Source: an optimization exercise on an open RTL-to-GDS flow (aim: small area, a short achievable clock period and few clock cycles per item). Production flows keep margins and buffers that such runs may drop. In this exercise RTL edits were held to simulation tests only and were not proved equivalent to the original.

==> run M: inputs <==
Design net_4_8_12_16_16_1_10, start of the top module:
module net_4_8_12_16_16_1_10(clk, reset, input_valid, input_ready, input_data, output_valid, output_ready, output_data);
clock: 8.0 ns
lec_check: 0
cap_margin: 20
core_margin: 2
core_utilization: 65
place_density: 0.75
setup_slack_margin: 4.5
slew_margin: 20
run.sh (not shown) runs the stock make flow with config.mk's settings and CLKGATE_MAP_FILE= SYNTH_SCRIPT=/design/flow/synth_recipe.tcl, a recipe that flattens the netlist after the stock synthesis.
==> run X: changes against run M <==
--- a/flow/design.v
+++ b/flow/design.v
@@ -9,28 +9,24 @@
     logic        in_v;         
     logic signed [15:0] in_r;
     logic        v0, v1;       
     logic [14:0] o0, o1;       
     wire         en = ~v1;
     wire         wr = in_v && (wcnt < 3'd4) && (!fvs[0] || ph >= {1'b0, wcnt} + 4'd8);
     wire         launch = en && (ph == 4'd15);
     assign input_ready = ~in_v;
-    logic        rst_q;
-    always_ff @(posedge clk) begin
-        rst_q <= reset;
-        if (rst_q) ph <= 4'd7;
-        else if (en) ph <= ph + 4'd1;
-    end
     always_ff @(posedge clk) begin
         if (reset) begin
+            ph <= 4'd6;
             fvs <= 3'd0;
             wcnt <= 3'd0;
             in_v <= 1'b0;
         end else begin
+            if (en) ph <= ph + 4'd1;
             if (launch) fvs <= {fvs[1:0], wcnt == 3'd4};
             if (launch && wcnt == 3'd4) wcnt <= 3'd0;
             else if (wr) wcnt <= wcnt + 3'd1;
             if (in_v) in_v <= ~wr;
             else in_v <= input_valid;
         end
     end
     always_ff @(posedge clk)
@@ -854,18 +850,18 @@
 module mulp(xe, c, ovf, ps, p);
     input         [17:0] xe;      
     input         [5:0]  c;
     input                ovf;
     input                ps;
     output        [16:0] p;
     wire        s = c[5];
     wire        n0 = c[5] ^ c[2];
-    wire [15:0] t1 = ({16{c[4]}} & {xe[12:0], 3'b000}) | ({16{c[3]}} & {xe[13:0], 2'b00});    
-    wire [15:0] t0 = ({16{c[1]}} & {xe[14:0], 1'b0}) | ({16{c[0]}} & xe[15:0]);            
+    wire [15:0] t1 = c[4] ? {xe[12:0], 3'b000} : c[3] ? {xe[13:0], 2'b00} : 16'd0;
+    wire [15:0] t0 = c[1] ? {xe[14:0], 1'b0} : c[0] ? xe[15:0] : 16'd0;
     wire [15:0] m;
     padd16 ad(.a(t1 ^ {16{s}}), .b(t0 ^ {16{n0}}), .ci(s), .s(m));
     assign p = ovf ? {1'b0, ps, {15{~ps}}} : {n0, m};
 endmodule
 module acc(f, fo, a, ci, g, go);
     input  signed [15:0] f;       
     input                fo;      
     input  signed [15:0] a;
==> metrics.md <==
| Metric | Value |
|---|---|
| Area occupied by multi-input gates | 51500 µm² |
| Number of placed instances with taps included | 10.6k |
| Fraction of layout cells with a size suffix above 1 | 0.116 |
| Post-synthesis compound-gate area fraction | 0.188 |
| CP startpoint | in_v$_SDFF_PP0_ |
| Result of the run | finished clean |
| Startpoint of the most critical hold path | fvs[2]$_SDFFE_PP0P_ |
| Fraction of the yosys area taken by sequential cells | 0.424 |
That was run M.
==> metrics.md <==
| Metric | Value |
|---|---|
| Post-synthesis compound-gate area fraction | 0.190 |
| Number of placed instances with taps included | 10.6k |
| CP startpoint | fo3_4$_DFFE_PN_ |
| Fraction of the yosys area taken by sequential cells | 0.425 |
| Fraction of layout cells with a size suffix above 1 | 0.122 |
| Startpoint of the most critical hold path | fvs[0]$_SDFFE_PP0P_ |
| Area occupied by multi-input gates | 51400 µm² |
| Result of the run | finished clean |
That was run X.
Testbench counts of run M, summed over its fixed seeds: cycles 15,672, items 960.
Testbench counts of run X, summed over its fixed seeds: cycles 15,672, items 960.

---

==> xenon: inputs <==
net_4_8_12_16_16_1_10, a different RTL version from the one above (not shown whole).
## net_4_8_12_16_16_1_10
module net_4_8_12_16_16_1_10(clk, reset, input_valid, input_ready, input_data, output_valid, output_ready, output_data);
Settings: LEC_CHECK=0, CAP_MARGIN=20, CORE_MARGIN=2, CORE_UTILIZATION=40, SETUP_SLACK_MARGIN=4.5, SLEW_MARGIN=20; clock period 8.0 ns.
==> violet (differences from xenon) <==
- CORE_UTILIZATION: 40 -> 65
- PLACE_DENSITY: not set -> 0.75
==> results.py <==
metrics = {
    "critical_path": {
        "path_delay_family": "compound AO/OA/AOI/OAI gates",
        "slowest_stage": "a2111oi_4",
    },
    "status": {
        "status": "no timing/DRC/antenna violations",
    },
    "cells_and_area": {
        "clk_share_pct": 4.83,
    },
}
(the above is from violet)
==> results.py <==
metrics = {
    "critical_path": {
        "path_delay_family": "buffers and inverters",
        "worstPathCellList": "buf_2 -> buf_8 -> inv_1 -> nand2_1 -> buf_4 -> ha_1 -> or3_1 -> nand3_1",
    },
    "grt": {
        "busiest_layer": "met2",
    },
    "synth": {
        "yosysTopAreaCell": "edfxtp_1",
    },
    "status": {
        "status": "no timing/DRC/antenna violations",
    },
    "timing": {
        "rsz0062_at_grt": "yes",
    },
    "cells_and_area": {
        "clk_share_pct": 4.95,
        "final_common_cell": "edfxtp_1",
    },
}
(the above is from xenon)
Testbench counts of xenon, summed over its fixed seeds: cycles 15,664, items 960.
Testbench counts of violet, summed over its fixed seeds: cycles 15,664, items 960.

---

==> run a <==
net_4_8_12_16_16_1_10, a different RTL version from the one above (not shown whole).
Design net_4_8_12_16_16_1_10, start of the top module:
module net_4_8_12_16_16_1_10(clk, reset, input_valid, input_ready, input_data, output_valid, output_ready, output_data);
clock: 8.0 ns
lec_check: 0
cap_margin: 20
core_margin: 2
core_utilization: 40
setup_slack_margin: 4.8
slew_margin: 20
==> run b: changes against run a <==
--- a/flow/config.mk
+++ b/flow/config.mk
@@ -9,4 +9,5 @@
 export CORE_MARGIN = 2
-export CORE_UTILIZATION = 40
-export SETUP_SLACK_MARGIN = 4.8
+export CORE_UTILIZATION = 65
+export PLACE_DENSITY = 0.75
+export SETUP_SLACK_MARGIN = 4.5
 export SLEW_MARGIN = 20
==> qor summary <==
Floorplan die area: run a 0.224 mm²; run b 0.139 mm²
Number of standard cells in the final layout excluding fillers: run a 11500; run b 10200
Fin area: run a 0.104 mm²; run b 0.0983 mm²
Met3 wire length: run a 14500 µm; run b 18300 µm
Die outline width: run a 473 µm; run b 372 µm
Wire length the detailed router placed on met1: run a 107000 µm; run b 94300 µm
Proportion of layout cells with a drive suffix above 1: run a 0.203; run b 0.140
Max frequency: run a 284 MHz; run b 281 MHz
Vias in the first global route: run a 62100; run b 61400
Status: run a no timing/DRC/antenna violations; run b no timing/DRC/antenna violations
Number of non-clock buffers: run a 646; run b 373
Post-DP HPWL: run a 173000 µm; run b 163000 µm
GRT Overall Usage: run a 0.216; run b 0.330
Non-clock buffer area fraction after layout: run a 0.0564; run b 0.0346
Initial DRT Pass Iterations: run a 6; run b 8
Number of antenna violations at the first check in global routing: run a 20; run b 18
PnR worst setup slack: run a 4.48 ns; run b 4.44 ns
Clock buffers and inverters, area share: run a 0.0482; run b 0.0501
Final critical path time including I/O delays and setup: run a 3.52 ns; run b 3.56 ns
Testbench counts of run a, summed over its fixed seeds: cycles 15,792, items 960.
Testbench counts of run b, summed over its fixed seeds: cycles 15,792, items 960.

---

==> inputs of run F <==
net_4_8_12_16_16_1_10 with an RTL version that a note above also has.
export LEC_CHECK = 0
export CAP_MARGIN = 20
export CORE_MARGIN = 2
export CORE_UTILIZATION = 40
export SETUP_SLACK_MARGIN = 4.0
export SLEW_MARGIN = 20
create_clock -name core_clock -period 8.0 [get_ports {clk}]
==> run E (differences from run F) <==
Settings changed: SETUP_SLACK_MARGIN 4.0 to 5.
==> qor summary <==
                                                                              run E                     run F
Met2 capacity usage during global routing                                     37.2%                     33.3%
Slew at the pin closest to its max-slew limit                               1.11 ns                   1.13 ns
Run status                                         no timing/DRC/antenna violations  no timing/DRC/antenna violations
Seq area share                                                                32.3%                     37.3%
Post-route insts no fill                                                      13100                     12100
Slowest cell delay on critical path                                         0.42 ns                   0.49 ns
Shortest clock period the worst path allows after layout                    3.43 ns                   3.89 ns
TritonCTS buffer count                                                          161                       154
Vias in the first global route                                                72700                     65900
Footprint of the multi-input gates                                        59000 µm²                 52300 µm²
R2r endpoint                                                     f3_2[11]$_DFFE_PN_       pr2_3[13]$_DFFE_PN_
Total routing usage reported by global routing                                22.3%                     20.2%
Number of inserted diodes                                                         6                         4
Rel. slew slack                                                               26.0%                     24.8%
Global-route met1 utilization                                                 28.8%                     27.9%
Cell with the largest stage delay on the worst path       sky130_fd_sc_hd__edfxtp_1  sky130_fd_sc_hd__dfxtp_1
Routability Congestion                                                        0.896                     0.906
Testbench counts of run F, summed over its fixed seeds: cycles 15,664, items 960.
Testbench counts of run E, summed over its fixed seeds: cycles 15,664, items 960.

---

==> inputs of job 1226 <==
Another version of the RTL of net_4_8_12_16_16_1_10 (not shown whole).
// net_4_8_12_16_16_1_10
module net_4_8_12_16_16_1_10(clk, reset, input_valid, input_ready, input_data, output_valid, output_ready, output_data);
clock: 8.0 ns
lec_check: 0
cap_margin: 20
core_margin: 2
core_utilization: 40
setup_slack_margin: 4.5
slew_margin: 20
==> job 8230 (differences from job 1226) <==
Settings changed: CTS_CLUSTER_DIAMETER set to 100, CTS_CLUSTER_SIZE set to 22.
==> qor summary <==
metric                                                           job 1226  job 8230
Share of cell area taken by multi-input logic gates                 46.4%     47.8%
Average wire per standard cell                                    21.6 um   21.8 um
Worst R2R Setup Slack                                             4.52 ns   4.45 ns
Reg2Reg Launch Point                                                ph[1]     fo3_2
Worst Path Buf+Inv                                                      2         3
Post-route setup slack                                            4.52 ns   4.45 ns
Fmax                                                              287 MHz   282 MHz
Post-route fraction of the period consumed by the critical path     43.5%     44.3%
TritonCTS buffer count                                                151        78
Filler instances                                                   20,200    20,500
Total routing usage reported by global routing                      20.8%     20.7%
Buffer share of cell area                                           2.51%     2.59%
Number of vias in the routed layout                                63,300    62,600
Outcome                                  no timing/DRC/antenna violations  no timing/DRC/antenna violations
Slew headroom                                                       21.6%     22.4%
Critical path capture point                                         fob_4     fo3_3
Testbench counts of job 1226, summed over its fixed seeds: cycles 15,792, items 960.
Testbench counts of job 8230, summed over its fixed seeds: cycles 15,792, items 960.

## re-timing with driven ports
No port has a modelled driver above. Below, the same layouts with a new extraction and two added sets of constraints.
Step 1 sets driving cells, clkbuf_16 on the clock port and buf_2 on the other inputs (assumed; they add their load-dependent delay and slew).
Step 2, shift: input delay + t, output delay - t, t = (earliest + latest rising clock arrival at the registers) / 2. This alone moves slack from input paths to output paths.
Slacks: no drivers / after step 1 / after step 2; pairs: no drivers / after step 1.
| run | t, ns | setup slack, ns | worst register clock-pin slew, ns | cell pins on the clock port's net |
|---|---|---|---|---|
| run M | 0.871 | 4.541 / 4.457 / 4.569 | 0.07 / 0.07 | 1 |
| run X | 0.862 | 4.486 / 4.464 / 3.724 | 0.07 / 0.07 | 1 |
| xenon | 0.909 | 4.429 / 4.464 / 3.597 | 0.07 / 0.07 | 1 |
| violet | 0.881 | 4.429 / 4.429 / 3.639 | 0.07 / 0.07 | 1 |
| run a | 0.896 | 4.484 / 4.484 / 4.475 | 0.07 / 0.07 | 1 |
| run b | 0.879 | 4.437 / 4.437 / 4.437 | 0.07 / 0.07 | 1 |
| run F | 0.903 | 4.107 / 4.107 / 3.355 | 0.07 / 0.07 | 1 |
| run E | 0.913 | 4.575 / 4.575 / 4.058 | 0.07 / 0.07 | 1 |
| job 1226 | 0.887 | 4.519 / 4.473 / 4.391 | 0.07 / 0.07 | 1 |
| job 8230 | 0.821 | 4.454 / 4.454 / 4.404 | 0.11 / 0.11 | 1 |
After both steps setup and hold are still met in every run listed. The setup slack of xenon, which loses most, moves by +0.035 ns with the drivers and by -0.832 ns with both steps.
